This is an optimization exercise on Yosys and OpenROAD, whose aim is a short achievable clock period and few clock cycles, not a production implementation.
At most, simulation tests tie the RTL to the original design; equivalence was not proved.
Function not checked in runs 1, 3 and 4: the RTL went through the layout flow alone.
Power figures rest on the tool's default switching activity, not on a simulated workload.

===== design.v =====
module RISCVCore(
  input CLK,
  input rst, 
  output wire [23:0]mem_addr, 
  output wire [31:0]mem_wdata,
  output wire mem_we,
  input wire [31:0]mem_rdata, 
  output wire ebreak 
);
  reg [23:0] maddr;
  reg        psel;
  reg [31:0] mwdata;
  reg        mwe;
  assign mem_addr  = maddr;
  assign mem_wdata = mwdata;
  reg  rst_q, rst_qq;
  wire boot = rst_q & rst_qq & ~rst;
  reg  ebreak_r;
  assign ebreak = ebreak_r & ~rst_q;
  assign mem_we = mwe & ~rst_q;
  reg [31:0] fpc_a, fpc_b;    
  wire [31:0] fpc = psel ? fpc_b : fpc_a;
  reg        ir_valid;
  reg [31:0] ir;
  reg [31:0] ir_pc;
  reg [31:0] ir_pc4;          
  reg        ex_valid;
  reg [31:0] ex_a, ex_b;      
  reg [31:0] ex_aa, ex_ai;    
  reg [4:0]  ex_sh;           
  reg [31:0] ex_sa;           
  reg [31:0] ex_ca, ex_cb;    
  reg [31:0] ex_sd;           
  reg [31:0] ex_pre;          
  reg [31:0] ex_tgt;          
  reg [31:0] ex_ft;           
  reg        ex_slot;         
  reg [4:0]  ex_rd;
  reg        ex_wr;           
  reg        ex_br, ex_jalr, ex_ld, ex_st, ex_brk;
  reg [2:0]  ex_f3;
  reg        s_add, s_sub, s_sll, s_slt, s_sltu, s_xor, s_srl, s_sra, s_or, s_and, s_pre;
  localparam M_IDLE = 3'd0, M_LD0 = 3'd1, M_LDL = 3'd2, M_SRD0 = 3'd3,
             M_SWR0 = 3'd4, M_SRD1 = 3'd5, M_SWL = 3'd6;
  reg [2:0]  mstate;
  reg        m_cross;
  reg [1:0]  m_off;
  reg [2:0]  m_f3;
  reg [4:0]  m_rd;
  reg [63:0] m_sd;            
  reg [7:0]  m_mask;          
  reg [31:0] ld_lo, ld_hi;
  reg        lwb_valid;       
  reg [4:0]  lwb_rd;
  reg        wb_valid;        
  reg [4:0]  wb_rd;
  reg [31:0] wb_val;
  reg [31:0] rf [0:31];
  wire mbusy = (mstate != M_IDLE);
  wire [31:0] sum  = ex_a + ex_b;
  wire [31:0] diff = ex_a - ex_b;
  wire        eq   = (ex_ca == ex_cb);
  wire        lt   = ($signed(ex_ca) < $signed(ex_cb));
  wire        ltu  = (ex_ca < ex_cb);
  wire [31:0] sll  = ex_sa << ex_sh;
  wire [31:0] srl  = ex_sa >> ex_sh;
  wire [31:0] sra  = $signed(ex_sa) >>> ex_sh;
  wire [31:0] ex_result = ({32{s_add}}  & sum)  |
                          ({32{s_sub}}  & diff) |
                          ({32{s_sll}}  & sll)  |
                          ({32{s_slt}}  & {31'd0, lt})  |
                          ({32{s_sltu}} & {31'd0, ltu}) |
                          ({32{s_xor}}  & (ex_a ^ ex_b)) |
                          ({32{s_srl}}  & srl)  |
                          ({32{s_sra}}  & sra)  |
                          ({32{s_or}}   & (ex_a | ex_b)) |
                          ({32{s_and}}  & (ex_a & ex_b)) |
                          ({32{s_pre}}  & ex_pre);
  reg taken;
  always @(*) begin
    case (ex_f3)
      3'b000: taken = eq;
      3'b001: taken = ~eq;
      3'b100: taken = lt;
      3'b101: taken = ~lt;
      3'b110: taken = ltu;
      default: taken = ~ltu;
    endcase
  end
  wire [31:0] asum = ex_aa + ex_ai;    
  wire ex_fire  = ex_valid & ~mbusy;
  wire br_taken = ex_fire & ex_br & ~ex_slot & taken;
  wire redirect = br_taken | (ex_fire & ex_jalr);
  wire slot     = ex_fire & ex_slot;
  wire slot_t   = slot & taken;
  wire slot_n   = slot & ~taken;
  wire mem_start = ex_fire & (ex_ld | ex_st);
  wire [1:0]  a_off   = asum[1:0];
  wire        a_cross = (ex_f3[1:0] == 2'b10 && a_off != 2'b00) ||
                        (ex_f3[1:0] == 2'b01 && a_off == 2'b11);
  wire [3:0]  a_bytes = (ex_f3[1:0] == 2'b00) ? 4'b0001 :
                        (ex_f3[1:0] == 2'b01) ? 4'b0011 : 4'b1111;
  wire [63:0] ld64 = {ld_hi, ld_lo} >> {m_off, 3'b000};
  reg  [31:0] lwb_val;
  always @(*) begin
    case (m_f3)
      3'b000: lwb_val = {{24{ld64[7]}}, ld64[7:0]};
      3'b001: lwb_val = {{16{ld64[15]}}, ld64[15:0]};
      3'b100: lwb_val = {24'd0, ld64[7:0]};
      3'b101: lwb_val = {16'd0, ld64[15:0]};
      default: lwb_val = ld64[31:0];
    endcase
  end
  wire        rf_we    = wb_valid | (lwb_valid & (lwb_rd != 5'd0));
  wire [4:0]  rf_wa    = wb_valid ? wb_rd : lwb_rd;
  wire [31:0] rf_wd    = wb_valid ? wb_val : lwb_val;
  wire [6:0] op  = ir[6:0];
  wire [2:0] f3  = ir[14:12];
  wire [6:0] f7  = ir[31:25];
  wire [4:0] rd  = ir[11:7];
  wire [4:0] rs1 = ir[19:15];
  wire [4:0] rs2 = ir[24:20];
  wire [31:0] immI = {{20{ir[31]}}, ir[31:20]};
  wire [31:0] immS = {{20{ir[31]}}, ir[31:25], ir[11:7]};
  wire [31:0] immB = {{19{ir[31]}}, ir[31], ir[7], ir[30:25], ir[11:8], 1'b0};
  wire [31:0] immJ = {{11{ir[31]}}, ir[31], ir[19:12], ir[20], ir[30:21], 1'b0};
  wire [31:0] immU = {ir[31:12], 12'd0};
  wire is_opimm = (op == 7'b0010011) &&
                  ((f3 != 3'b001 && f3 != 3'b101) ||
                   (f3 == 3'b001 && f7 == 7'b0000000) ||
                   (f3 == 3'b101 && (f7 == 7'b0000000 || f7 == 7'b0100000)));
  wire is_op    = (op == 7'b0110011) &&
                  (f7 == 7'b0000000 ||
                   (f7 == 7'b0100000 && (f3 == 3'b000 || f3 == 3'b101)));
  wire is_br    = (op == 7'b1100011) && (f3 != 3'b010) && (f3 != 3'b011);
  wire is_jal   = (op == 7'b1101111);
  wire is_jalr  = (op == 7'b1100111) && (f3 == 3'b000);
  wire is_ld    = (op == 7'b0000011) && (f3 != 3'b011) && (f3 != 3'b110) && (f3 != 3'b111);
  wire is_st    = (op == 7'b0100011) && (f3 == 3'b000 || f3 == 3'b001 || f3 == 3'b010);
  wire is_lui   = (op == 7'b0110111);
  wire is_auipc = (op == 7'b0010111);
  wire is_brk   = (ir == 32'h00100073);
  wire is_alu   = is_opimm | is_op;
  wire is_addr  = is_ld | is_st | is_jalr;
  wire is_shift = is_alu & (f3[1:0] == 2'b01);
  wire is_cmp   = is_br | (is_alu & (f3[2:1] == 2'b01));
  wire uses1 = ~(is_lui | is_auipc | is_jal);
  wire uses2 = is_op | is_br | is_st;
  wire hazard = ex_valid & ex_ld & (ex_rd != 5'd0) &
                ((uses1 & (rs1 == ex_rd)) | (uses2 & (rs2 == ex_rd)));
  wire byp1_ex = ex_valid & ex_wr & (ex_rd == rs1);
  wire byp2_ex = ex_valid & ex_wr & (ex_rd == rs2);
  wire [31:0] rf1 = (rs1 == 5'd0) ? 32'd0 :
                    (rf_we && rf_wa == rs1) ? rf_wd : rf[rs1];
  wire [31:0] rf2 = (rs2 == 5'd0) ? 32'd0 :
                    (rf_we && rf_wa == rs2) ? rf_wd : rf[rs2];
  wire [31:0] rv1 = byp1_ex ? ex_result : rf1;
  wire [31:0] rv2 = byp2_ex ? ex_result : rf2;
  wire [31:0] pc_b    = ir_pc + immB;
  wire [31:0] pc_u    = {ir_pc[31:12] + ir[31:12], ir_pc[11:0]};
  wire [31:0] jal_tgt = ir_pc + immJ;
  wire        jalr_fast = (rs1 == 5'd0) | (byp1_ex & s_pre);
  wire [31:0] jalr_sum  = ex_pre + immI;
  wire [31:0] jalr_tgt  = (rs1 == 5'd0) ? immI : jalr_sum;
  wire [31:0] id_tgt    = is_jal ? jal_tgt : jalr_tgt;
  wire id_go   = ir_valid & ~mbusy & ~hazard;                   
  wire id_adv  = id_go & ~redirect & ~slot_t;
  wire id_jump = id_go & (is_jal | (is_jalr & jalr_fast));      
  wire ir_free = ~ir_valid | (~hazard & ~id_jump);               
  wire ir_load = ~mbusy & (~ir_valid | ~hazard);
  wire slot_go = is_br & ir[31];                                 
  wire [31:0] fpc_a4 = fpc_a + 32'd4;
  wire [31:0] fpc_b4 = fpc_b + 32'd4;
  wire [31:0] fpc4 = psel ? fpc_b4 : fpc_a4;
  wire [31:0] fpc_seq  = id_jump ? id_tgt :
                         (id_go & slot_go) ? pc_b :
                         ir_free ? fpc4 : fpc;
  wire [31:0] fpc_nt   = slot ? (id_jump ? id_tgt : ex_ft) :
                         (ex_fire & ex_jalr) ? asum : fpc_seq;
  wire [31:0] fpc_tk   = ex_slot ? fpc4 : ex_tgt;
  wire        brt      = ex_fire & ex_br & taken;
  wire [23:0] maddr_nt = mem_start ? asum[25:2] : fpc_nt[25:2];
  reg [2:0]  mstate_n;
  reg [23:0] maddr_n;
  reg        mwe_n;
  always @(*) begin
    mstate_n = mstate;
    maddr_n  = maddr;
    mwe_n    = mwe;
    case (mstate)
      M_IDLE: begin
        maddr_n = brt ? fpc_tk[25:2] : maddr_nt;
        if (mem_start) begin
          if (ex_ld) begin
            mstate_n = a_cross ? M_LD0 : M_LDL;
          end else if (ex_f3[1:0] == 2'b10 && a_off == 2'b00) begin
            mwe_n    = 1'b1;
            mstate_n = M_SWL;
          end else begin
            mstate_n = M_SRD0;
          end
        end
      end
      M_LD0: begin
        maddr_n  = maddr + 24'd1;
        mstate_n = M_LDL;
      end
      M_LDL: begin
        mstate_n = M_IDLE;
        maddr_n  = fpc[25:2];
      end
      M_SRD0: begin
        mwe_n    = 1'b1;
        mstate_n = m_cross ? M_SWR0 : M_SWL;
      end
      M_SWR0: begin
        mwe_n    = 1'b0;
        maddr_n  = maddr + 24'd1;
        mstate_n = M_SRD1;
      end
      M_SRD1: begin
        mwe_n    = 1'b1;
        mstate_n = M_SWL;
      end
      default: begin  
        mwe_n    = 1'b0;
        mstate_n = M_IDLE;
        maddr_n  = fpc[25:2];
      end
    endcase
  end
  always @(posedge CLK) begin
    rst_q  <= rst;
    rst_qq <= rst_q;
    if (rst_q) begin
      maddr     <= {23'd0, boot};
      psel      <= 1'b0;
      mwe       <= 1'b0;
      fpc_a     <= {29'd0, boot, 2'b00};
      ir_valid  <= boot;
      ex_valid  <= 1'b0;
      mstate    <= M_IDLE;
      lwb_valid <= 1'b0;
      wb_valid  <= 1'b0;
      ebreak_r  <= 1'b0;
    end else begin
      maddr     <= maddr_n;
      mwe       <= mwe_n;
      mstate    <= mstate_n;
      if (!mbusy) begin
        ir_valid <= slot_t | ~(redirect | slot_n | id_jump);
        fpc_a    <= fpc_nt;
        psel     <= brt;
        ex_valid <= id_adv;
      end
      if ((ex_fire & ex_brk) | (id_adv & is_brk & ~(ex_valid & ex_st)))
        ebreak_r <= 1'b1;
      wb_valid  <= ex_fire & ex_wr;
      lwb_valid <= (mstate == M_LDL);
    end
  end
  always @(posedge CLK) begin
    if (!mbusy) begin
      fpc_b   <= fpc_tk;
    end
    if (ir_load) begin
      ir    <= mem_rdata;
      ir_pc <= fpc;
      ir_pc4 <= fpc4;
    end
    if (!mbusy) begin
      ex_a     <= rv1;
      ex_b     <= (is_op | is_br) ? rv2 : immI;
      ex_sa    <= is_shift ? rv1 : 32'd0;
      ex_ca    <= is_cmp ? rv1 : 32'd0;
      ex_cb    <= is_cmp ? ((is_op | is_br) ? rv2 : immI) : 32'd0;
      ex_aa    <= is_addr ? rv1 : 32'd0;
      ex_ai    <= is_st ? immS : immI;
      ex_sh    <= is_op ? rv2[4:0] : ir[24:20];
      ex_sd    <= rv2;
      ex_pre   <= is_lui ? immU : is_auipc ? pc_u : ir_pc4;
      ex_tgt   <= pc_b;
      ex_ft    <= fpc4;
      ex_slot  <= slot_go & ~slot_n;
      ex_rd    <= rd;
      ex_wr    <= (is_alu | is_lui | is_auipc | is_jal | is_jalr) & (rd != 5'd0);
      ex_br    <= is_br;
      ex_jalr  <= is_jalr & ~jalr_fast;
      ex_ld    <= is_ld;
      ex_st    <= is_st;
      ex_brk   <= is_brk;
      ex_f3    <= f3;
      s_add    <= is_alu & (f3 == 3'b000) & ~(is_op & ir[30]);
      s_sub    <= is_alu & (f3 == 3'b000) &  (is_op & ir[30]);
      s_sll    <= is_alu & (f3 == 3'b001);
      s_slt    <= is_alu & (f3 == 3'b010);
      s_sltu   <= is_alu & (f3 == 3'b011);
      s_xor    <= is_alu & (f3 == 3'b100);
      s_srl    <= is_alu & (f3 == 3'b101) & ~ir[30];
      s_sra    <= is_alu & (f3 == 3'b101) &  ir[30];
      s_or     <= is_alu & (f3 == 3'b110);
      s_and    <= is_alu & (f3 == 3'b111);
      s_pre    <= ~is_alu;
    end
    wb_rd  <= ex_rd;
    wb_val <= ex_result;
    case (mstate)
      M_IDLE: begin
        if (mem_start) begin
          m_cross <= a_cross;
          m_off   <= a_off;
          m_f3    <= ex_f3;
          m_rd    <= ex_rd;
          m_sd    <= {32'd0, ex_sd} << {a_off, 3'b000};
          m_mask  <= {4'd0, a_bytes} << a_off;
          mwdata  <= ex_sd;
        end
      end
      M_LD0: ld_lo <= mem_rdata;
      M_LDL: begin
        if (m_cross) ld_hi <= mem_rdata;
        else         ld_lo <= mem_rdata;
        lwb_rd <= m_rd;
      end
      M_SRD0:
        mwdata <= {m_mask[3] ? m_sd[31:24] : mem_rdata[31:24],
                   m_mask[2] ? m_sd[23:16] : mem_rdata[23:16],
                   m_mask[1] ? m_sd[15:8]  : mem_rdata[15:8],
                   m_mask[0] ? m_sd[7:0]   : mem_rdata[7:0]};
      M_SRD1:
        mwdata <= {m_mask[7] ? m_sd[63:56] : mem_rdata[31:24],
                   m_mask[6] ? m_sd[55:48] : mem_rdata[23:16],
                   m_mask[5] ? m_sd[47:40] : mem_rdata[15:8],
                   m_mask[4] ? m_sd[39:32] : mem_rdata[7:0]};
      default: ;
    endcase
  end
  always @(posedge CLK) begin
    if (rf_we)
      rf[rf_wa] <= rf_wd;
  end
endmodule

===== flow/run.sh =====
#!/bin/bash

# Synthesis is the standard one, unchanged. The full tool output goes to
# standard_flow.log in this folder.
set -euo pipefail
bash standard.sh SETUP_SLACK_MARGIN=7 finish > standard_flow.log 2>&1

===== standard.sh =====
#!/bin/bash
# synth_recipe.tcl (not shown) runs the flow's synth.tcl, then flattens the netlist and writes it again
# the make line also repeats each setting of config.mk as NAME=value (left out here)
make -C /OpenROAD-flow-scripts/flow DESIGN_CONFIG=/design/flow/config.mk WORK_HOME=/design/flow/orfs CLKGATE_MAP_FILE= SYNTH_SCRIPT=/design/flow/synth_recipe.tcl "${@:-finish}"

===== config.mk =====
export PLATFORM = sky130hd
export DESIGN_NAME = RISCVCore
export DESIGN_NICKNAME = RISCVCore
export VERILOG_FILES = /design/flow/design.v
export SDC_FILE = /design/flow/constraint.sdc
export NUM_CORES = 4
export LEC_CHECK = 0
export CAP_MARGIN = 20
export CORE_MARGIN = 2
export CORE_UTILIZATION = 40
export SLEW_MARGIN = 20

===== constraint.sdc =====
create_clock -name core_clock -period 10.0 [get_ports {CLK}]
set_input_delay 2.0000 -clock core_clock [delete_from_list [all_inputs] [get_ports {CLK}]]
set_output_delay 2.0000 -clock core_clock [all_outputs]
set_load 0.01 [all_outputs]

==> flow_summary.yaml, run 1 <==
outcome:
  run_status: "timing/DRC/antenna clean"
floorplanning:
  fp.coreArea_um2: 243200
  ioPinCount: 92
  die_w_um: 498.5
  start_util_pct: 40.21
  die-height_um: 498.5
  rows: 181
  die_area_um2: 248500
timing:
  fin_crit_ns: 3.988
  tightestPinTransition_ns: 1.058
  hold_violations: 0
  setup_viol: 0
  timing.final.max_slew_violations: 0
  post-route-period-util_pct: 39.88
  max_slew_margin_pct: 28.75
  max_freq_ghz: 0.2507
  fin_tns_setup_ns: 0
  rsz0062_at_grt: "yes"
  fin_skew_ns: 0.1038
cells_and_area:
  largest_register: "rf"
  drive_gt1_share_pct: 38.51
  final_nets: 8214
  area_growth_syn_to_layout_pct: 27.95
  utilization_pct: 51.45
  top_regs: "rf x1024, m_sd x56"
  largest_reg_flops: 1024
power:
  clkPwrFrac_pct: 15.2
  leakage_nw: 44.37
  internal_power_w: 0.02704
  seqPwrFrac_pct: 25.3
  comb_power_share_pct: 59.5
  irDropWorstVdd_v: 0.0002943
  switchingPower_w: 0.02146
  switching_share_pct: 44.25
  power.density_nw_per_um2: 387.6
routing:
  drc_errors: 0
  wl_um: 395400
  viasPerCell: 6.567
  routed-via-count: 74210
  drt_pass1_iterations: 6
  wire_per_inst_um: 35.00
  antenna_left: 0
  drt_iter0_drc: 11150
placement:
  gp_congestion: 0.9576
  portBuffers: 91
  dp_hpwl_um: 232400
clock_network:
  cts_root_buf: "clkbuf_16"
  insertion_delay_ns: 0.89
  cts_tree: "built"
  cts_inserted_buffers: 191
  htreeDepth: 4
  cts_sinks: 1795
  clock_path_buffers: 3
  hold_buffers: 0
  path_clk_slew_ns: 0.07
min_path:
  hold_path.class: "flop to flop"
global_routing:
  antenna_found_initial: 11
  grt_overflow: 0
  grt_pass1_vias: 71850
  grt_max_degree: 72
  grt_pass1_wl_um: 546700
  gr-usage-all-layers_pct: 30.74
synth:
  synth_nets: 7474
  netlist_instances: 7188
  ys_ff_latch: 1795
  async_flop_share_pct: 0
  syn_area_um2: 97800
  synth_edf_count: 1683
  ys.flop_type: "edfxtp_1"
  ys.warnings.count: 1
  seq_area_frac_synth_pct: 53.97
  ys_types: 111
  syn_area_per_cell_um2: 13.61
setup_path:
  cpPeakStageDelay_ns: 0.48
  critPathSlowestCell: "a221o_2"
  critical_path_class: "flop to flop"
  critPathMaxFanout: 4
  crit_required_ns: 10.53
  path_common_cell: "o221ai_2"
  cp-start-kind: "flop"
  cpLargestDelayFamily: "compound AO/OA/AOI/OAI gates"
  path_cells: "ha_4 -> inv_2 -> fa_2 -> nor2b_4 -> o221ai_2 -> o211ai_1 -> o32ai_2 -> buf_4 -> a211oi_4 -> nor2_2 -> o221ai_2 -> mux2_4 -> a221o_2 -> a21oi_4 -> nor2_1"
  critical_path_arrival_ns: 4.52
  cp_num_buf_inv: 2
  end_kind: "flop"
job:
  drv_cap: 0
-- timing repair --
action,4_1_cts,5_1_grt
setup endpoints to repair,2479,1568
gates resized for setup,1652,490
buffers inserted,495,168
cloned,69,14
pin swaps,397,320
-- cell families after synthesis --
family,share of synthesized area [%]
AOI/OAI and AO/OA,9.958
xor gates and xnor gates,2.221
adders and majority gates,3.278
buffers and inverters,3.061
DFF,53.97
muxes,20.03
and+or+nand+nor,7.487
-- layout make-up --
type | instances | area [um2]
inverters | 283 | 1195
multi-input cells | 4646 | 48960
fillers | 20000 | 118100
flip-flops and latches | 1795 | 52900
clock buffers | 234 | 5052
repair inverters | 14 | 107.6
clock inverters | 123 | 1378
well taps | 3202 | 4006
diodes | 6 | 15.01
repair buffers | 997 | 11530
-- power by group through the flow --
| stage | sequential, W | clock [W] | combinational (W) |
|---|---|---|---|
| final | 0.0123 | 0.00739 | 0.0289 |
| after global placement | 0.0125 | 0 | 0.0194 |
| after global routing | 0.0123 | 0.00772 | 0.0298 |
| after detailed placement | 0.0126 | 0 | 0.0196 |
| after CTS | 0.0122 | 0.00742 | 0.0262 |
| after floorplan | 0.0116 | 0 | 0.0127 |
-- synth_stat cells (29+ instances only) --
library cell | n | share of area (%)
edfxtp_1 | 1683 | 52
mux4_2 | 708 | 16
nor2_1 | 524 | 2.0
nand2_1 | 507 | 1.9
a21oi_1 | 388 | 2.0
o21ai_0 | 335 | 1.7
clkbuf_1 | 295 | 1.1
inv_1 | 278 | 1.1
mux2i_1 | 262 | 2.7
ha_1 | 245 | 3.1
xnor2_1 | 181 | 1.6
nand3_1 | 117 | 0.60
nor3_1 | 113 | 0.58
dfxtp_1 | 112 | 2.3
mux2_2 | 87 | 1.0
buf_2 | 82 | 0.42
buf_1 | 80 | 0.31
a211oi_1 | 77 | 0.59
o211ai_1 | 67 | 0.51
xor2_1 | 67 | 0.60
a21o_1 | 60 | 0.46
a221oi_1 | 51 | 0.46
a31oi_1 | 47 | 0.30
nand2b_1 | 47 | 0.30
and3_1 | 45 | 0.29
nor2b_1 | 45 | 0.29
and2_1 | 44 | 0.28
a22oi_1 | 43 | 0.33
nand4_1 | 38 | 0.24
o221ai_1 | 38 | 0.34
o22ai_1 | 37 | 0.24
o31ai_1 | 35 | 0.27
o21bai_1 | 32 | 0.25
o21a_1 | 30 | 0.23
or3_1 | 29 | 0.19
-- routing by layer --
layer	wire, um	global-route usage [%]	share of wire (%)
met2	182000	48.51	46
met4	27540	16.96	7.0
met1	144400	39.74	37
met3	41420	6.360	10
met5	89	0	0.023
-- per-stage QoR --
stage          instances  hold slack, ns  total power [W]  setup WS, ns  cell area [um2]
6_report           11300          0.3986          0.04851         6.012           125100
3_3_place_gp       10180          0.4008          0.03199         3.881           102700
4_1_cts            11110          0.4029          0.04577         6.000           121400
5_1_grt            11300          0.4089          0.04986         5.937           125100
2_1_floorplan       7188          0.3290          0.02432         6.098            98060
3_5_place_dp       10190          0.4045          0.03213         4.343           102800
-- cell usage in the layout (no fill, tap or decap), drive strengths merged, types with 29 or more instances in the layout --
cell type      synthesis  final
nand2                508    509
o22ai                 37     37
o21a                  30     30
o31ai                 36     36
o211ai                67     67
dfxtp                112    112
a21o                  60     60
o21bai                32     32
ha                   245    245
nor3                 116    116
nand4                 39     39
nand2b                47     47
a211oi                80     80
mux2                  89     89
and3                  45     45
a221oi                54     54
buf                  175    930
a22oi                 45     45
o21ai                346    348
clkinv                 1     88
a31oi                 47     47
and2                  46     48
mux4                 708    708
mux2i                263    263
clkinvlp               0     38
a21oi                390    391
nor2b                 45     45
clkbuf               296    249
xor2                  67     67
or3                   29     29
edfxtp              1683   1683
nor2                 527    527
xnor2                181    181
inv                  282    273
nand3                118    118
o221ai                38     38
clkdlybuf4s50          0     33
-- final timing paths --
| kind | startpoint | slack [ns] | end | cells past startpoint |
|---|---|---|---|---|
| setup reg to reg | ex_b[0] | 6.01 | ex_aa[28] | 15 |
| setup / recovery | ex_b[0] | 6.01 | ex_aa[28] | 15 |
| hold reg to reg | m_rd[1] | 0.40 | lwb_rd[1] | 0 |
| hold / removal | m_rd[1] | 0.40 | lwb_rd[1] | 0 |
==> run 2: changes to the inputs <==
--- a/design.v
+++ b/design.v
@@ -5,36 +5,25 @@
   output wire [31:0]mem_wdata,
   output wire mem_we,
   input wire [31:0]mem_rdata, 
-  output wire ebreak 
+  output reg ebreak 
 );
   reg [23:0] maddr;
-  reg        psel;
   reg [31:0] mwdata;
   reg        mwe;
   assign mem_addr  = maddr;
   assign mem_wdata = mwdata;
-  reg  rst_q, rst_qq;
-  wire boot = rst_q & rst_qq & ~rst;
-  reg  ebreak_r;
-  assign ebreak = ebreak_r & ~rst_q;
-  assign mem_we = mwe & ~rst_q;
-  reg [31:0] fpc_a, fpc_b;    
-  wire [31:0] fpc = psel ? fpc_b : fpc_a;
+  assign mem_we    = mwe;
+  reg [31:0] fpc;             
   reg        ir_valid;
   reg [31:0] ir;
   reg [31:0] ir_pc;
-  reg [31:0] ir_pc4;          
   reg        ex_valid;
   reg [31:0] ex_a, ex_b;      
   reg [31:0] ex_aa, ex_ai;    
   reg [4:0]  ex_sh;           
-  reg [31:0] ex_sa;           
-  reg [31:0] ex_ca, ex_cb;    
   reg [31:0] ex_sd;           
   reg [31:0] ex_pre;          
   reg [31:0] ex_tgt;          
-  reg [31:0] ex_ft;           
-  reg        ex_slot;         
   reg [4:0]  ex_rd;
   reg        ex_wr;           
   reg        ex_br, ex_jalr, ex_ld, ex_st, ex_brk;
@@ -59,12 +48,12 @@
   wire mbusy = (mstate != M_IDLE);
   wire [31:0] sum  = ex_a + ex_b;
   wire [31:0] diff = ex_a - ex_b;
-  wire        eq   = (ex_ca == ex_cb);
-  wire        lt   = ($signed(ex_ca) < $signed(ex_cb));
-  wire        ltu  = (ex_ca < ex_cb);
-  wire [31:0] sll  = ex_sa << ex_sh;
-  wire [31:0] srl  = ex_sa >> ex_sh;
-  wire [31:0] sra  = $signed(ex_sa) >>> ex_sh;
+  wire        eq   = (ex_a == ex_b);
+  wire        lt   = ($signed(ex_a) < $signed(ex_b));
+  wire        ltu  = (ex_a < ex_b);
+  wire [31:0] sll  = ex_a << ex_sh;
+  wire [31:0] srl  = ex_a >> ex_sh;
+  wire [31:0] sra  = $signed(ex_a) >>> ex_sh;
   wire [31:0] ex_result = ({32{s_add}}  & sum)  |
                           ({32{s_sub}}  & diff) |
                           ({32{s_sll}}  & sll)  |
@@ -89,11 +78,9 @@
   end
   wire [31:0] asum = ex_aa + ex_ai;    
   wire ex_fire  = ex_valid & ~mbusy;
-  wire br_taken = ex_fire & ex_br & ~ex_slot & taken;
+  wire br_taken = ex_fire & ex_br & taken;
+  wire use_asum = ex_fire & (ex_jalr | ex_ld | ex_st);
   wire redirect = br_taken | (ex_fire & ex_jalr);
-  wire slot     = ex_fire & ex_slot;
-  wire slot_t   = slot & taken;
-  wire slot_n   = slot & ~taken;
   wire mem_start = ex_fire & (ex_ld | ex_st);
   wire [1:0]  a_off   = asum[1:0];
   wire        a_cross = (ex_f3[1:0] == 2'b10 && a_off != 2'b00) ||
@@ -142,8 +129,6 @@
   wire is_brk   = (ir == 32'h00100073);
   wire is_alu   = is_opimm | is_op;
   wire is_addr  = is_ld | is_st | is_jalr;
-  wire is_shift = is_alu & (f3[1:0] == 2'b01);
-  wire is_cmp   = is_br | (is_alu & (f3[2:1] == 2'b01));
   wire uses1 = ~(is_lui | is_auipc | is_jal);
   wire uses2 = is_op | is_br | is_st;
   wire hazard = ex_valid & ex_ld & (ex_rd != 5'd0) &
@@ -156,30 +141,15 @@
                     (rf_we && rf_wa == rs2) ? rf_wd : rf[rs2];
   wire [31:0] rv1 = byp1_ex ? ex_result : rf1;
   wire [31:0] rv2 = byp2_ex ? ex_result : rf2;
-  wire [31:0] pc_b    = ir_pc + immB;
-  wire [31:0] pc_u    = {ir_pc[31:12] + ir[31:12], ir_pc[11:0]};
+  wire [31:0] pc_imm  = ir_pc + (is_auipc ? immU : immB);
+  wire [31:0] pc_4    = ir_pc + 32'd4;
   wire [31:0] jal_tgt = ir_pc + immJ;
-  wire        jalr_fast = (rs1 == 5'd0) | (byp1_ex & s_pre);
-  wire [31:0] jalr_sum  = ex_pre + immI;
-  wire [31:0] jalr_tgt  = (rs1 == 5'd0) ? immI : jalr_sum;
-  wire [31:0] id_tgt    = is_jal ? jal_tgt : jalr_tgt;
-  wire id_go   = ir_valid & ~mbusy & ~hazard;                   
-  wire id_adv  = id_go & ~redirect & ~slot_t;
-  wire id_jump = id_go & (is_jal | (is_jalr & jalr_fast));      
-  wire ir_free = ~ir_valid | (~hazard & ~id_jump);               
+  wire id_adv  = ir_valid & ~mbusy & ~redirect & ~hazard;
+  wire id_jump = ir_valid & ~mbusy & ~hazard & is_jal;           
+  wire ir_free = ~ir_valid | (~hazard & ~is_jal);                
   wire ir_load = ~mbusy & (~ir_valid | ~hazard);
-  wire slot_go = is_br & ir[31];                                 
-  wire [31:0] fpc_a4 = fpc_a + 32'd4;
-  wire [31:0] fpc_b4 = fpc_b + 32'd4;
-  wire [31:0] fpc4 = psel ? fpc_b4 : fpc_a4;
-  wire [31:0] fpc_seq  = id_jump ? id_tgt :
-                         (id_go & slot_go) ? pc_b :
-                         ir_free ? fpc4 : fpc;
-  wire [31:0] fpc_nt   = slot ? (id_jump ? id_tgt : ex_ft) :
-                         (ex_fire & ex_jalr) ? asum : fpc_seq;
-  wire [31:0] fpc_tk   = ex_slot ? fpc4 : ex_tgt;
-  wire        brt      = ex_fire & ex_br & taken;
-  wire [23:0] maddr_nt = mem_start ? asum[25:2] : fpc_nt[25:2];
+  wire [31:0] fpc_seq  = id_jump ? jal_tgt : (ir_free ? fpc + 32'd4 : fpc);
+  wire [31:0] fpc_next = (ex_fire & ex_jalr) ? asum : br_taken ? ex_tgt : fpc_seq;
   reg [2:0]  mstate_n;
   reg [23:0] maddr_n;
   reg        mwe_n;
@@ -189,8 +159,8 @@
     mwe_n    = mwe;
     case (mstate)
       M_IDLE: begin
-        maddr_n = brt ? fpc_tk[25:2] : maddr_nt;
         if (mem_start) begin
+          maddr_n = asum[25:2];
           if (ex_ld) begin
             mstate_n = a_cross ? M_LD0 : M_LDL;
           end else if (ex_f3[1:0] == 2'b10 && a_off == 2'b00) begin
@@ -199,6 +169,8 @@
           end else begin
             mstate_n = M_SRD0;
           end
+        end else begin
+          maddr_n = fpc_next[25:2];
         end
       end
       M_LD0: begin
@@ -230,62 +202,49 @@
     endcase
   end
   always @(posedge CLK) begin
-    rst_q  <= rst;
-    rst_qq <= rst_q;
-    if (rst_q) begin
-      maddr     <= {23'd0, boot};
-      psel      <= 1'b0;
+    if (rst) begin
+      maddr     <= 24'd0;
       mwe       <= 1'b0;
-      fpc_a     <= {29'd0, boot, 2'b00};
-      ir_valid  <= boot;
+      fpc       <= 32'd0;
+      ir_valid  <= 1'b0;
       ex_valid  <= 1'b0;
       mstate    <= M_IDLE;
       lwb_valid <= 1'b0;
       wb_valid  <= 1'b0;
-      ebreak_r  <= 1'b0;
+      ebreak    <= 1'b0;
     end else begin
       maddr     <= maddr_n;
       mwe       <= mwe_n;
       mstate    <= mstate_n;
       if (!mbusy) begin
-        ir_valid <= slot_t | ~(redirect | slot_n | id_jump);
-        fpc_a    <= fpc_nt;
-        psel     <= brt;
+        ir_valid <= ~redirect & ~id_jump;
+        fpc      <= fpc_next;
         ex_valid <= id_adv;
       end
-      if ((ex_fire & ex_brk) | (id_adv & is_brk & ~(ex_valid & ex_st)))
-        ebreak_r <= 1'b1;
+      if (ex_fire & ex_brk)
+        ebreak <= 1'b1;
       wb_valid  <= ex_fire & ex_wr;
       lwb_valid <= (mstate == M_LDL);
     end
   end
   always @(posedge CLK) begin
-    if (!mbusy) begin
-      fpc_b   <= fpc_tk;
-    end
     if (ir_load) begin
       ir    <= mem_rdata;
       ir_pc <= fpc;
-      ir_pc4 <= fpc4;
     end
     if (!mbusy) begin
       ex_a     <= rv1;
       ex_b     <= (is_op | is_br) ? rv2 : immI;
-      ex_sa    <= is_shift ? rv1 : 32'd0;
-      ex_ca    <= is_cmp ? rv1 : 32'd0;
-      ex_cb    <= is_cmp ? ((is_op | is_br) ? rv2 : immI) : 32'd0;
       ex_aa    <= is_addr ? rv1 : 32'd0;
       ex_ai    <= is_st ? immS : immI;
       ex_sh    <= is_op ? rv2[4:0] : ir[24:20];
       ex_sd    <= rv2;
-      ex_pre   <= is_lui ? immU : is_auipc ? pc_u : ir_pc4;
-      ex_tgt   <= pc_b;
-      ex_ft    <= fpc4;
-      ex_slot  <= slot_go & ~slot_n;
+      ex_pre   <= is_lui ? immU : is_auipc ? pc_imm : pc_4;
+      ex_tgt   <= pc_imm;
       ex_rd    <= rd;
       ex_wr    <= (is_alu | is_lui | is_auipc | is_jal | is_jalr) & (rd != 5'd0);
       ex_br    <= is_br;
-      ex_jalr  <= is_jalr & ~jalr_fast;
+      ex_jalr  <= is_jalr;
       ex_ld    <= is_ld;
       ex_st    <= is_st;
       ex_brk   <= is_brk;
==> flow/run.sh (replaced) <==
#!/bin/bash
set -euo pipefail
bash standard.sh SETUP_SLACK_MARGIN=7 ABC_CLOCK_PERIOD_IN_PS=3000 finish > standard_flow.log 2>&1
==> flow_summary.yaml, run 2 <==
global_routing:
  gr-usage-all-layers_pct: 30.25
  grt_overflow: 0
  antenna_found_initial: 11
  grt_pass1_vias: 63160
  grt_pass1_wl_um: 480200
  grt_max_degree: 76
setup_path:
  end_kind: "flop"
  cp-start-kind: "flop"
  crit_required_ns: 10.65
  critPathMaxFanout: 8
  critical_path_arrival_ns: 4.50
  critical_path_class: "flop to flop"
  cpPeakStageDelay_ns: 0.58
  path_common_cell: "mux2_4"
  critPathSlowestCell: "or4_4"
  path_cells: "inv_2 -> ha_4 -> or3_4 -> or4_4 -> nor2_4 -> o211ai_1 -> nor3b_4 -> mux2_4 -> or2_4 -> mux2_4 -> a221oi_2 -> nor3_1"
timing:
  setup_viol: 0
  timing.final.max_slew_violations: 0
  fin_tns_setup_ns: 0
  rsz0062_at_grt: "yes"
  max_freq_ghz: 0.2596
  fin_skew_ns: 0.08146
  fin_crit_ns: 3.852
  post-route-period-util_pct: 38.52
  hold_violations: 0
  max_slew_margin_pct: 27.15
  tightestPinTransition_ns: 1.090
routing:
  wire_per_inst_um: 34.89
  drt_pass1_iterations: 7
  viasPerCell: 6.622
  wl_um: 343500
  routed-via-count: 65200
  antenna_left: 0
  drt_iter0_drc: 9293
  drc_errors: 0
cells_and_area:
  fillers: 17830
  largest_reg_flops: 1024
  final_nets: 7076
  regArea_um2: 47090
  area_growth_syn_to_layout_pct: 25.68
  final_common_cell: "edfxtp_1"
  stdcell_area_um2: 109900
  largest_register: "rf"
  multi_input_area_um2: 43280
  drive_gt1_share_pct: 37.83
  layout_common_cells: "edfxtp_1 (1489), mux4_2 (719), buf_4 (433)"
  layoutNonFillerInstCount: 9846
  top_regs: "rf x1024, m_sd x56"
job:
  drv_cap: 0
synth:
  synth_top_cell_by_area: "edfxtp_1"
  yosysTopAreaCellShare_pct: 51.12
  ys_types: 98
  ys.warnings.count: 1
  async_flop_share_pct: 0
  netlist_instances: 6252
  seq_area_frac_synth_pct: 53.69
  synth_area_leaders: "edfxtp_1 (51%), mux4_2 (19%), ha_1 (2.8%)"
  synth_nets: 6486
  ys_top_cells_by_count: "edfxtp_1 (1489), mux4_2 (719), nand2_1 (437), nor2_1 (388), clkbuf_1 (308)"
  ys_ff_latch: 1601
  synth_edf_count: 1489
  ys.flop_type: "edfxtp_1"
  post-synth-top-count-cell: "edfxtp_1"
  syn_area_um2: 87460
  syn_area_per_cell_um2: 13.99
floorplanning:
  die_w_um: 471.6
  die_area_um2: 222400
  start_util_pct: 40.27
  die-height_um: 471.6
  rows: 171
  ioPinCount: 92
  fp.coreArea_um2: 217200
placement:
  dp_hpwl_um: 201500
  portBuffers: 91
  placed_cell_area_um2: 92610
  place_inst: 8917
  gp_congestion: 0.9929
power:
  leakage_nw: 38.40
  p_total_w: 0.04041
  power.density_nw_per_um2: 367.6
  irDropWorstVdd_v: 0.0002438
clock_network:
  insertion_delay_ns: 0.85
  cts_root_buf: "clkbuf_16"
  cts_sinks: 1601
  hold_buffers: 0
  path_clk_slew_ns: 0.06
  htreeDepth: 4
  cts_tree: "built"
  clock_path_buffers: 3
  cts_inserted_buffers: 172
outcome:
  run_status: "timing/DRC/antenna clean"
min_path:
  hold_path.class: "flop to flop"
==> run 2: cell count changes in the layout (fill, tap and decap cells not counted), moves of 35 or more <==
cell,before,now
xnor2_1,131,96
inv_1,208,145
nand2_1,468,414
buf_6,268,184
nor2_1,413,318
a21oi_1,249,195
o21ai_0,216,175
edfxtp_1,1683,1489
ha_1,170,135
==> run 2: routing by layer <==
| layer | vias up | share of wire, % | routed length (um) | track usage, % |
|---|---|---|---|---|
| met2 | 4261 | 46 | 159600 | 48.13 |
| met3 | 963 | 11 | 36230 | 6.231 |
| met5 | - | 0.014 | 49 | 0 |
| met1 | 33630 | 36 | 123400 | 38.48 |
| li1 | 26350 | - | - | - |
| met4 | 8 | 7.1 | 24270 | 17.38 |
==> run 2: cell families after synthesis <==
logic type	after synthesis	synth area share [%]
AND/OR/NAND/NOR	1341	7.120
buffers and inverters	636	2.822
AO/OA/AOI/OAI	1286	9.741
adder cells (fa/ha/maj)	216	3.087
multiplexers	999	21.81
flip-flops	1601	53.69
XOR/XNOR	173	1.732
==> run 2: final timing paths <==
check / from / endpoint / slack [ns] / cells past startpoint
setup / recovery: ex_b[26] / maddr[8] / 6.15 / 12
hold reg to reg: m_rd[4] / lwb_rd[4] / 0.42 / 0
setup reg to reg: ex_b[26] / maddr[8] / 6.15 / 12
hold / removal: m_rd[4] / lwb_rd[4] / 0.42 / 0
==> run 2: final cells by class <==
type | instances | area share [%]
Multi-Input combinational cell | 4021 | 39.37
Clock buffer | 211 | 4.104
Timing Repair inverter | 14 | 0.08764
Timing Repair Buffer | 829 | 8.525
Antenna cell | 5 | 0.01138
Clock inverter | 108 | 1.010
Tap cell | 2854 | 3.249
Inverter | 203 | 0.7979
Sequential cell | 1601 | 42.84
==> run 2: power breakdown <==
part | total (W) | switching, W | internal [W]
Combinational | 0.0236 | 0.0133 | 0.0103
Clock | 0.00644 | 0.00284 | 0.00360
Sequential | 0.0104 | 0.00119 | 0.00919
Total | 0.0404 | 0.0174 | 0.0231
==> run 2: stage by stage <==
| stage | util [%] | hold WS [ns] | setup WS, ns |
|---|---|---|---|
| floorplan | - | 0.4003 | 6.441 |
| global placement | 42.64 | 0.4013 | 4.873 |
| detailed placement | 42.64 | 0.4062 | 4.979 |
| finish | 50.62 | 0.4168 | 6.148 |
| global route | 50.61 | 0.4338 | 6.028 |
| CTS | 49.69 | 0.4182 | 6.193 |
==> run 2: critical path: cells and delay by family, from the launching register on <==
kind                     cells  cell delay (ns)
AO/OA/AOI/OAI                2             0.38
adder cells (fa/ha/maj)      1             0.21
buffers and inverters        1             0.13
flip-flops                   1             0.44
multiplexers                 2             0.74
AND/OR/NAND/NOR              6             1.71
==> run 2: what timing repair did <==
action                      CTS  global route
setup buffers               428           109
pin swaps                   234           135
setup endpoints to repair  2194          1013
gates cloned                 64             4
resized for setup          1276           244
Testbench counts of run 2, summed over its fixed seeds: cycles 117,164.
==> run 3: changes to the inputs <==
--- a/design.v
+++ b/design.v
@@ -5,15 +5,22 @@
   output wire [31:0]mem_wdata,
   output wire mem_we,
   input wire [31:0]mem_rdata, 
-  output reg ebreak 
+  output wire ebreak 
 );
-  reg [23:0] maddr;
+  reg [23:0] maddr_a, maddr_b;
+  reg        psel;
+  wire [23:0] maddr = psel ? maddr_b : maddr_a;
   reg [31:0] mwdata;
   reg        mwe;
   assign mem_addr  = maddr;
   assign mem_wdata = mwdata;
-  assign mem_we    = mwe;
-  reg [31:0] fpc;             
+  reg  rst_q, rst_qq;
+  wire boot = rst_q & rst_qq & ~rst;
+  reg  ebreak_r;
+  assign ebreak = ebreak_r & ~rst_q;
+  assign mem_we = mwe & ~rst_q;
+  reg [31:0] fpc_a, fpc_b;    
+  wire [31:0] fpc = psel ? fpc_b : fpc_a;
   reg        ir_valid;
   reg [31:0] ir;
   reg [31:0] ir_pc;
@@ -148,19 +155,20 @@
   wire id_jump = ir_valid & ~mbusy & ~hazard & is_jal;           
   wire ir_free = ~ir_valid | (~hazard & ~is_jal);                
   wire ir_load = ~mbusy & (~ir_valid | ~hazard);
-  wire [31:0] fpc_seq  = id_jump ? jal_tgt : (ir_free ? fpc + 32'd4 : fpc);
-  wire [31:0] fpc_next = (ex_fire & ex_jalr) ? asum : br_taken ? ex_tgt : fpc_seq;
+  wire [31:0] fpc4     = psel ? fpc_b + 32'd4 : fpc_a + 32'd4;
+  wire [31:0] fpc_seq  = id_jump ? jal_tgt : (ir_free ? fpc4 : fpc);
+  wire [31:0] fpc_nt   = (ex_fire & ex_jalr) ? asum : fpc_seq;
   reg [2:0]  mstate_n;
   reg [23:0] maddr_n;
   reg        mwe_n;
   always @(*) begin
     mstate_n = mstate;
-    maddr_n  = maddr;
+    maddr_n  = maddr_a;
     mwe_n    = mwe;
     case (mstate)
       M_IDLE: begin
+        maddr_n = mem_start ? asum[25:2] : fpc_nt[25:2];
         if (mem_start) begin
-          maddr_n = asum[25:2];
           if (ex_ld) begin
             mstate_n = a_cross ? M_LD0 : M_LDL;
           end else if (ex_f3[1:0] == 2'b10 && a_off == 2'b00) begin
@@ -169,12 +177,10 @@
           end else begin
             mstate_n = M_SRD0;
           end
-        end else begin
-          maddr_n = fpc_next[25:2];
         end
       end
       M_LD0: begin
-        maddr_n  = maddr + 24'd1;
+        maddr_n  = maddr_a + 24'd1;
         mstate_n = M_LDL;
       end
       M_LDL: begin
@@ -187,7 +193,7 @@
       end
       M_SWR0: begin
         mwe_n    = 1'b0;
-        maddr_n  = maddr + 24'd1;
+        maddr_n  = maddr_a + 24'd1;
         mstate_n = M_SRD1;
       end
       M_SRD1: begin
@@ -202,32 +208,40 @@
     endcase
   end
   always @(posedge CLK) begin
-    if (rst) begin
-      maddr     <= 24'd0;
+    rst_q  <= rst;
+    rst_qq <= rst_q;
+    if (rst_q) begin
+      maddr_a   <= {23'd0, boot};
+      psel      <= 1'b0;
       mwe       <= 1'b0;
-      fpc       <= 32'd0;
-      ir_valid  <= 1'b0;
+      fpc_a     <= {29'd0, boot, 2'b00};
+      ir_valid  <= boot;
       ex_valid  <= 1'b0;
       mstate    <= M_IDLE;
       lwb_valid <= 1'b0;
       wb_valid  <= 1'b0;
-      ebreak    <= 1'b0;
+      ebreak_r  <= 1'b0;
     end else begin
-      maddr     <= maddr_n;
+      maddr_a   <= maddr_n;
       mwe       <= mwe_n;
       mstate    <= mstate_n;
       if (!mbusy) begin
         ir_valid <= ~redirect & ~id_jump;
-        fpc      <= fpc_next;
+        fpc_a    <= fpc_nt;
+        psel     <= br_taken;
         ex_valid <= id_adv;
       end
       if (ex_fire & ex_brk)
-        ebreak <= 1'b1;
+        ebreak_r <= 1'b1;
       wb_valid  <= ex_fire & ex_wr;
       lwb_valid <= (mstate == M_LDL);
     end
   end
   always @(posedge CLK) begin
+    if (!mbusy) begin
+      fpc_b   <= ex_tgt;
+      maddr_b <= ex_tgt[25:2];
+    end
     if (ir_load) begin
       ir    <= mem_rdata;
       ir_pc <= fpc;
==> flow/run.sh (replaced) <==
#!/bin/bash
# The standard layout (standard.sh), with two settings changed:
#  - Yosys leaves adders to ABC instead of mapping them onto full-adder
#    cells (ADDER_MAP_FILE empty); registers are untouched.
set -euo pipefail
bash standard.sh SETUP_SLACK_MARGIN=7 CORE_UTILIZATION=60 PLACE_DENSITY=0.72 finish > standard_flow.log 2>&1
==> flow_summary.yaml, run 3 <==
outcome:
  run_status: "timing/DRC/antenna clean"
routing:
  viasPerCell: 7.759
  wl_met1_um: 114100
  drc_errors: 0
  drt_pass1_iterations: 7
  routed-via-count: 70470
  wl_met2_um: 164300
  routed.top_layer: "met5"
  wl_met3_um: 55710
  wl_um: 373500
  drt_iter0_drc: 11740
  wire_per_inst_um: 41.12
  antenna_left: 0
timing:
  timing.final.max_slew_violations: 0
  fin_crit_ns: 4.024
  max_freq_ghz: 0.2485
  max_slew_margin_pct: 17.83
  fin_tns_setup_ns: 0
  setup_viol: 0
  post-route-period-util_pct: 40.24
  hold_violations: 0
  rsz0062_at_grt: "yes"
  fin_skew_ns: 0.1236
  worst_slack_ns: 5.976
  tightestPinTransition_ns: 1.233
placement:
  dp_hpwl_um: 204000
  portBuffers: 91
  place_inst: 8066
  gp_congestion: 1.027
  dp_slack_ns: 5.018
synth:
  seq_area_frac_synth_pct: 53.93
  ys_types: 99
  synth_top_cell_by_area: "edfxtp_1"
  ys.flop_type: "edfxtp_1"
  synth_top_family_by_area: "multiplexers"
  netlist_instances: 6304
  ys.warnings.count: 1
  synth_compound_area_share_pct: 9.151
  yosysTopAreaCellShare_pct: 51.41
  syn_area_per_cell_um2: 14.12
  ys_top_cells_by_count: "edfxtp_1 (1524), mux4_2 (722), nand2_1 (455), nor2_1 (372), a21oi_1 (304)"
  synth_edf_count: 1524
  yosys.area_share.simple_pct: 6.811
  ys_ff_latch: 1636
  synth_xor_area_share_pct: 2.066
  synth_nets: 6547
  synthAdderAreaFrac_pct: 3.104
  post-synth-top-count-cell: "edfxtp_1"
  synth_area_leaders: "edfxtp_1 (51%), mux4_2 (18%), ha_1 (2.9%)"
  async_flop_share_pct: 0
  syn_area_um2: 89010
  muxShareOfSynthArea_pct: 21.99
global_routing:
  gr-usage-all-layers_pct: 47.72
  antenna_found_initial: 21
  grt_max_degree: 95
  grt_overflow: 0
  grt_pass1_wl_um: 506900
  grt_pass1_vias: 67330
cells_and_area:
  final_common_cell: "edfxtp_1"
  area_growth_syn_to_layout_pct: 26.22
  drive_gt1_share_pct: 40.49
  top_regs: "rf x1024, m_sd x56"
  layout_common_cells: "edfxtp_1 (1524), mux4_2 (725), buf_4 (482)"
  final_nets: 7237
  multi_input_area_um2: 44730
  largest_reg_flops: 1024
  layoutNonFillerInstCount: 9083
  regArea_um2: 48050
  fillers: 8440
  largest_register: "rf"
clock_network:
  clock_path_buffers: 3
  cts_inserted_buffers: 171
  cts_sinks: 1636
  cts_tree: "built"
  htreeDepth: 4
  cts_root_buf: "clkbuf_16"
  insertion_delay_ns: 0.89
  path_clk_slew_ns: 0.06
floorplanning:
  start_util_pct: 60.35
  rows: 141
  die_w_um: 389.2
  fp.coreArea_um2: 147500
  ioPinCount: 92
  die_area_um2: 151400
  die-height_um: 389.2
setup_path:
  critical_path_class: "flop to output pin"
  cp-start-kind: "flop"
  crit_required_ns: 8.00
  end_kind: "output pin"
  critical_path_arrival_ns: 2.02
  critPathMaxFanout: 8
job:
  drv_cap: 0
power:
  irDropWorstVdd_v: 0.0001775
  power.density_nw_per_um2: 176.6
  leakage_nw: 40.17
min_path:
  hold_path.class: "flop to flop"
-- run 3: path summary, 6_finish.rpt --
path | from | end | slack [ns] | depth (start not counted)
worst max-delay path | psel | mem_addr[20] | 5.98 | 4
worst min-delay path | ex_tgt[19] | maddr_b[17] | 0.40 | 0
worst max register to register | ir[0] | ex_pre[29] | 6.13 | 18
worst min register to register | ex_tgt[19] | maddr_b[17] | 0.40 | 0
-- run 3: layout make-up --
| cell class | instances | share of cell area [%] |
|---|---|---|
| diodes | 10 | 0.02227 |
| clock inverters | 108 | 1.275 |
| repair buffers | 913 | 8.949 |
| repair inverters | 17 | 0.1114 |
| flip-flops and latches | 1636 | 42.77 |
| inverters | 230 | 0.8887 |
| clock buffers | 214 | 4.015 |
| well taps | 1930 | 2.149 |
| multi-input cells | 4025 | 39.82 |
-- run 3: report_power, final --
| part | switching (W) | internal (W) |
|---|---|---|
| combinational | 0.00277 | 0.00213 |
| sequential | 0.000357 | 0.00774 |
| clock | 0.00298 | 0.00387 |
-- run 3: layer usage --
layer	vias up	GRT usage (%)
met1	34670	57.81
met3	2163	15.39
li1	26520	-
met4	28	36.96
met2	7093	71.32
met5	-	0
-- run 3: what timing repair did --
item                        CTS  global route
hold buffers                  0             0
setup endpoints to repair  2347          1327
setup buffers               423           190
pin swaps                   300           294
resized for setup          1306           482
gates cloned                 57            15
-- run 3: cell families (layout without fill, tap and decap cells) --
family          after synthesis  count (layout)
fa+ha+maj                   220             220
buf+inv                     647            1482
simple gates               1319            1322
flops                      1636            1636
xor+xnor                    210             210
mux                        1036            1036
compound gates             1236            1237
other cells                   0              10
-- run 3: critical path, stage by stage (launching register included) --
cell and delay, ns:
dfxtp_4 0.45, buf_12 0.13, buf_16 0.13, mux2_4 0.32, buf_6 0.12
-- run 3: through the flow --
step           utilization (%)  hold WS, ns  power [W]  area, um2
2_1_floorplan                -       0.3412    0.01020      89900
3_3_place_gp             62.88       0.4023    0.01142      92740
3_5_place_dp             62.91       0.4045    0.01142      92780
4_1_cts                  73.49       0.4140    0.01907     108400
5_1_grt                  76.16       0.4260    0.02013     112300
6_report                 76.17       0.4031    0.01984     112300
==> run 4: changes to the inputs <==
==> flow/run.sh (replaced) <==
#!/bin/bash
# The standard layout (standard.sh), with two settings changed:
#  - Yosys leaves adders to ABC instead of mapping them onto full-adder
#    cells (ADDER_MAP_FILE empty); registers are untouched.
set -euo pipefail
bash standard.sh SETUP_SLACK_MARGIN=7 finish > standard_flow.log 2>&1
==> flow_summary.yaml, run 4 <==
outcome:
  run_status: "timing/DRC/antenna clean"
routing:
  wire_per_inst_um: 34.59
  drt_pass1_iterations: 8
  drc_errors: 0
  antenna_left: 0
  routed-via-count: 66120
  wl_um: 349500
  drt_iter0_drc: 9697
  viasPerCell: 6.544
clock_network:
  cts_root_buf: "clkbuf_16"
  htreeDepth: 4
  clock_path_buffers: 3
  cts_sinks: 1636
  cts_tree: "built"
  insertion_delay_ns: 0.86
  cts_inserted_buffers: 173
  path_clk_slew_ns: 0.06
floorplanning:
  fp.coreArea_um2: 221700
  start_util_pct: 40.16
  die-height_um: 475.7
  rows: 173
  die_w_um: 475.7
  die_area_um2: 226300
  ioPinCount: 92
setup_path:
  regToRegSetupSlack_ns: 6.17
  critical_path_class: "flop to output pin"
  cp-start-kind: "flop"
  worstReg2RegEnd: "ex_pre[31]"
  critical_path_arrival_ns: 1.94
  critPathMaxFanout: 8
  reg2reg_depth: 17
  reg2reg_from: "ir[6]"
  crit_required_ns: 8.00
  end_kind: "output pin"
timing:
  max_slew_margin_pct: 23.80
  setup_viol: 0
  hold_violations: 0
  tightestPinTransition_ns: 1.143
  fin_tns_setup_ns: 0
  timing.final.max_slew_violations: 0
  max_freq_ghz: 0.2536
  fin_crit_ns: 3.943
  fin_skew_ns: 0.06980
  post-route-period-util_pct: 39.43
  rsz0062_at_grt: "yes"
synth:
  yosysTopAreaCellShare_pct: 51.41
  ys_ff_latch: 1636
  async_flop_share_pct: 0
  seq_area_frac_synth_pct: 53.93
  ys.warnings.count: 1
  synth_top_cell_by_area: "edfxtp_1"
  ys.flop_type: "edfxtp_1"
  post-synth-top-count-cell: "edfxtp_1"
  synth_edf_count: 1524
  synth_area_leaders: "edfxtp_1 (51%), mux4_2 (18%), ha_1 (2.9%)"
  ys_types: 99
  ys_top_cells_by_count: "edfxtp_1 (1524), mux4_2 (722), nand2_1 (455), nor2_1 (372), a21oi_1 (304)"
  syn_area_um2: 89010
  syn_area_per_cell_um2: 14.12
  synth_nets: 6547
  netlist_instances: 6304
min_path:
  hold_depth: 0
  min_to: "maddr_b[8]"
  hold_start: "ex_tgt[10]"
  hold_path.class: "flop to flop"
power:
  power.density_nw_per_um2: 171.3
  leakage_nw: 39.76
  irDropWorstVdd_v: 0.0001847
  p_total_w: 0.01933
cells_and_area:
  fillers: 18370
  top_regs: "rf x1024, m_sd x56"
  largest_reg_flops: 1024
  area_growth_syn_to_layout_pct: 26.79
  largest_register: "rf"
  final_nets: 7214
  layout_common_cells: "edfxtp_1 (1524), mux4_2 (725), buf_4 (470)"
  regArea_um2: 48050
  final_common_cell: "edfxtp_1"
  multi_input_area_um2: 44390
  utilization_pct: 50.91
  drive_gt1_share_pct: 39.58
job:
  drv_cap: 0
global_routing:
  antenna_found_initial: 16
  grt_pass1_wl_um: 485500
  gr-usage-all-layers_pct: 30.29
  grt_pass1_vias: 63900
  grt_overflow: 0
  grt_max_degree: 79
placement:
  gp_congestion: 1.031
  dp_hpwl_um: 205800
  portBuffers: 91
## run 4: cell counts after synthesis
No cell type changed its count.
## run 4: where the power goes
group	internal [W]	switching [W]	leakage [nW]
Combinational	0.00208	0.00261	21.6
Sequential	0.00774	0.000322	15.4
Clock	0.00370	0.00287	2.76
## run 4: worst max path at each step
stage,end,from
after floorplan,ex_pre[30],ir[6]
after global placement,ex_pre[29],ir[5]
final,mem_addr[15],psel
after global routing,mem_addr[15],psel
after CTS,mem_addr[15],psel
after detailed placement,ex_pre[29],ir[5]
## run 4: layer usage
| layer | global-route usage, % | up-vias | share of wire, % | wire length [um] |
|---|---|---|---|---|
| met3 | 6.768 | 1021 | 11 | 37670 |
| met5 | 0 | - | 0.015 | 53 |
| met1 | 38.35 | 34130 | 36 | 125000 |
| li1 | - | 26540 | - | - |
| met2 | 48.07 | 4423 | 47 | 162900 |
| met4 | 17.23 | 8 | 6.8 | 23850 |
## run 4: worst max-delay path, stage by stage (launching register included)
cell and delay, ns:
dfxtp_4 0.39, buf_12 0.14, buf_16 0.15, mux2_4 0.32, buf_6 0.12
## run 4: what timing repair did
action,CTS,global route
gates cloned,66,4
hold buffers,0,0
resized for setup,1355,358
endpoints found under the setup margin,2301,822
buffers inserted,435,155
pin swaps,338,242
## run 4: metrics by stage
stage          instance area [um2]  cells  worst slack, ns  hold WS, ns
4_1_cts                     110000   9934            6.031       0.4128
3_5_place_dp                 94160   9110            5.000       0.4052
5_1_grt                     112800  10100            6.025       0.4152
2_1_floorplan                89900   6304            6.287       0.3412
6_report                    112900  10100            6.057       0.4198
3_3_place_gp                 94120   9109            5.081       0.4018
## run 4: logic make-up after synthesis
kind of cell | after synthesis | share of synthesized area (%)
buf+inv | 647 | 2.941
mux | 1036 | 21.99
xor+xnor | 210 | 2.066
simple gates | 1319 | 6.811
compound gates | 1236 | 9.151
fa+ha+maj | 220 | 3.104
flops | 1636 | 53.93
## run 4: layout make-up
class                           count  area share [%]
Sequential cell                  1636           42.58
Multi-Input combinational cell   4024           39.34
Timing Repair Buffer              889           8.711
Clock buffer                      223           4.122
Tap cell                         2975           3.298
Clock inverter                    100          0.9391
Inverter                          230          0.8803
Timing Repair inverter             17          0.1120
Antenna cell                       10         0.02217
==> run 5: changes to the inputs <==
--- a/design.v
+++ b/design.v
@@ -9,7 +9,8 @@
 );
   reg [23:0] maddr_a, maddr_b;
   reg        psel;
-  wire [23:0] maddr = psel ? maddr_b : maddr_a;
+  reg        psel_o;          
+  wire [23:0] maddr = psel_o ? maddr_b : maddr_a;
   reg [31:0] mwdata;
   reg        mwe;
   assign mem_addr  = maddr;
@@ -213,6 +214,7 @@
     if (rst_q) begin
       maddr_a   <= {23'd0, boot};
       psel      <= 1'b0;
+      psel_o    <= 1'b0;
       mwe       <= 1'b0;
       fpc_a     <= {29'd0, boot, 2'b00};
       ir_valid  <= boot;
@@ -229,6 +231,7 @@
         ir_valid <= ~redirect & ~id_jump;
         fpc_a    <= fpc_nt;
         psel     <= br_taken;
+        psel_o   <= redirect & ~ex_jalr;    
         ex_valid <= id_adv;
       end
       if (ex_fire & ex_brk)
==> flow/run.sh (replaced) <==
#!/bin/bash
set -euo pipefail
bash standard.sh SETUP_SLACK_MARGIN=7 finish > standard_flow.log 2>&1
==> flow_summary.yaml, run 5 <==
outcome:
  run_status: "timing/DRC/antenna clean"
synth:
  post-synth-top-count-cell: "edfxtp_1"
  ys_types: 99
  yosysTopAreaCellShare_pct: 51.47
  ys.flop_type: "edfxtp_1"
  synth_edf_count: 1524
  ys_top_cells_by_count: "edfxtp_1 (1524), mux4_2 (723), nand2_1 (424), nor2_1 (367), a21oi_1 (322)"
  synth_nets: 6500
  seq_area_frac_synth_pct: 54.01
  syn_area_per_cell_um2: 14.21
  syn_area_um2: 88920
  synth_area_leaders: "edfxtp_1 (51%), mux4_2 (18%), ha_1 (2.9%)"
  netlist_instances: 6257
  synth_top_cell_by_area: "edfxtp_1"
  ys_ff_latch: 1637
  ys.warnings.count: 1
  async_flop_share_pct: 0
timing:
  worst_slack_ns: 5.910
  max_freq_ghz: 0.2445
  max_slew_margin_pct: 20.54
  setup_viol: 0
  rsz0062_at_grt: "yes"
  hold_violations: 0
  fin_skew_ns: 0.1105
  post-route-period-util_pct: 40.90
  fin_tns_setup_ns: 0
  tightestPinTransition_ns: 1.191
  fin_crit_ns: 4.090
  timing.final.max_slew_violations: 0
cells_and_area:
  layout_common_cells: "edfxtp_1 (1524), mux4_2 (723), buf_4 (392)"
  largest_reg_flops: 1024
  area_growth_syn_to_layout_pct: 26.59
  layoutNonFillerInstCount: 10000
  stdcell_area_um2: 112600
  final_nets: 7109
  final_common_cell: "edfxtp_1"
  regArea_um2: 48080
  fillers: 18380
  drive_gt1_share_pct: 39.35
  top_regs: "rf x1024, m_sd x56"
  utilization_pct: 50.78
  multi_input_area_um2: 44050
  largest_register: "rf"
power:
  switching_share_pct: 44.30
  comb_power_share_pct: 61.3
  internal_power_w: 0.02529
  leakage_nw: 39.46
  seqPwrFrac_pct: 24.1
  irDropWorstVdd_v: 0.0002239
  power.density_nw_per_um2: 403.3
  switchingPower_w: 0.02011
  clkPwrFrac_pct: 14.7
routing:
  drc_errors: 0
  drt_iter0_drc: 10060
  routed-via-count: 66650
  drt_pass1_iterations: 6
  wire_per_inst_um: 35.34
  wl_um: 353500
  viasPerCell: 6.663
  antenna_left: 0
placement:
  dp_hpwl_um: 207100
  placed_cell_area_um2: 93880
  portBuffers: 91
  place_inst: 9049
  gp_congestion: 1.027
  dp_slack_ns: 5.037
global_routing:
  grt_max_degree: 81
  grt_pass1_vias: 63830
  gr-usage-all-layers_pct: 30.56
  grt_overflow: 0
  antenna_found_initial: 18
  grt_pass1_wl_um: 488900
clock_network:
  insertion_delay_ns: 0.88
  cts_tree: "built"
  cts_sinks: 1637
  cts_inserted_buffers: 174
  cts_root_buf: "clkbuf_16"
  path_clk_slew_ns: 0.06
  clock_path_buffers: 3
  hold_buffers: 0
  htreeDepth: 4
setup_path:
  crit_required_ns: 10.58
  critPathMaxFanout: 3
  path_cells: "nor2b_4 -> and4bb_2 -> buf_12 -> nand2_8 -> and2_4 -> ha_4 -> inv_2 -> fa_2 -> nor2b_4 -> o31a_1 -> o31ai_4 -> a211oi_4 -> o41ai_4 -> o21ai_1 -> o22a_1 -> buf_4 -> o211ai_1 -> o211ai_1 -> a311oi_1"
  cpPeakStageDelay_ns: 0.43
  end_kind: "flop"
  critical_path_class: "flop to flop"
  critical_path_arrival_ns: 4.67
  cp-start-kind: "flop"
  cp_num_buf_inv: 3
  critPathSlowestCell: "edfxtp_1"
  cpLargestDelayFamily: "compound AO/OA/AOI/OAI gates"
floorplanning:
  die_area_um2: 226100
  rows: 173
  die-height_um: 475.5
  ioPinCount: 92
  fp.coreArea_um2: 221700
  start_util_pct: 40.12
  die_w_um: 475.5
min_path:
  hold_path.class: "flop to flop"
job:
  drv_cap: 0
run 5: changes by cell type in the layout (fill, tap and decap cells not counted), moves of 21 or more:
cell,previous run,this run
ha_4,56,35
buf_4,470,392
xnor2_2,21,42
o21ai_2,64,39
nand2_1,407,385
run 5: cells by family after synthesis:
kind of cell | Yosys count | synth area share, %
flops | 1637 | 54.01
simple gates | 1266 | 6.598
compound gates | 1245 | 9.364
mux | 1037 | 21.98
buf+inv | 639 | 2.838
fa+ha+maj | 221 | 3.118
xor+xnor | 212 | 2.088
run 5: worst paths after layout:
check	start	endpoint	slack, ns	cells past startpoint
worst max-delay path	ir[6]	ex_pre[31]	5.91	19
worst min-delay path	ex_tgt[3]	maddr_b[1]	0.42	0
worst max register to register	ir[6]	ex_pre[31]	5.91	19
worst min register to register	ex_tgt[3]	maddr_b[1]	0.42	0
run 5: metal layers:
metal | vias to the layer above | wire, um | track usage, %
met5 | - | 76 | 0
met4 | 10 | 23990 | 16.29
met3 | 1079 | 38800 | 6.634
met2 | 4856 | 161800 | 47.96
met1 | 34350 | 128800 | 39.75
li1 | 26360 | - | -
run 5: power by group through the flow:
stage          clock network (W)  registers, W  logic (W)
2_1_floorplan                  0        0.0103     0.0129
3_3_place_gp                   0        0.0116     0.0187
3_5_place_dp                   0        0.0116     0.0188
4_1_cts                  0.00671        0.0109     0.0254
5_1_grt                  0.00698        0.0109     0.0286
6_report                 0.00666        0.0109     0.0278
run 5: area by class of cell:
| type | instances | area share [%] |
|---|---|---|
| Timing Repair Buffer | 836 | 8.678 |
| Tap cell | 2975 | 3.307 |
| Multi-Input combinational cell | 3985 | 39.13 |
| Sequential cell | 1637 | 42.71 |
| Timing Repair inverter | 18 | 0.1145 |
| Inverter | 214 | 0.8515 |
| Clock buffer | 226 | 4.215 |
| Clock inverter | 100 | 0.9637 |
| Antenna cell | 11 | 0.02445 |
run 5: timing repair:
item,in CTS,in global routing
gates resized for setup,1360,326
endpoints found under the setup margin,2160,1100
cloned,74,13
pin swaps,332,218
setup buffers,420,108
run 5: through the flow:
stage | hold WS (ns) | total power (W)
2_1_floorplan | 0.3290 | 0.02322
6_report | 0.4177 | 0.04540
3_5_place_dp | 0.4061 | 0.03040
5_1_grt | 0.4257 | 0.04652
4_1_cts | 0.4174 | 0.04294
3_3_place_gp | 0.4015 | 0.03033
Testbench counts of run 5, summed over its fixed seeds: cycles 117,164.

static timing again, ports no longer ideal:
In the flow no input, the clock included, has a driving cell. The finished layouts below were timed again as built, in two steps.
Step 1 sets driving cells, clkbuf_16 on the clock port and buf_2 on the other inputs (assumed; they add their load-dependent delay and slew).
Step 2, shift: input delay + t, output delay - t, t = (earliest + latest rising clock arrival at the registers) / 2. This alone moves slack from input paths to output paths.
Slacks: ideal ports / drivers / drivers and shift; pairs: ideal ports / drivers.
| run | t, ns | setup slack, ns | worst setup path after step 2 | slew at the worst register clock pin (ns) | pins driven straight from the clock port |
|---|---|---|---|---|---|
| run 1 | 0.929 | 6.012 / 6.012 / 6.012 | register to register | 0.07 / 0.07 | 1 |
| run 2 | 0.902 | 6.148 / 6.148 / 6.054 | input to register | 0.07 / 0.07 | 1 |
| run 3 | 0.917 | 5.976 / 5.889 / 6.132 | register to register | 0.07 / 0.07 | 1 |
| run 4 | 0.914 | 6.057 / 5.967 / 6.168 | register to register | 0.07 / 0.07 | 1 |
| run 5 | 0.915 | 5.910 / 5.910 / 5.910 | register to register | 0.10 / 0.10 | 1 |
After both steps every run listed still meets setup and hold. For run 2, which loses most, drivers alone change the setup slack by 0.000 ns; drivers and shift together by -0.094 ns.
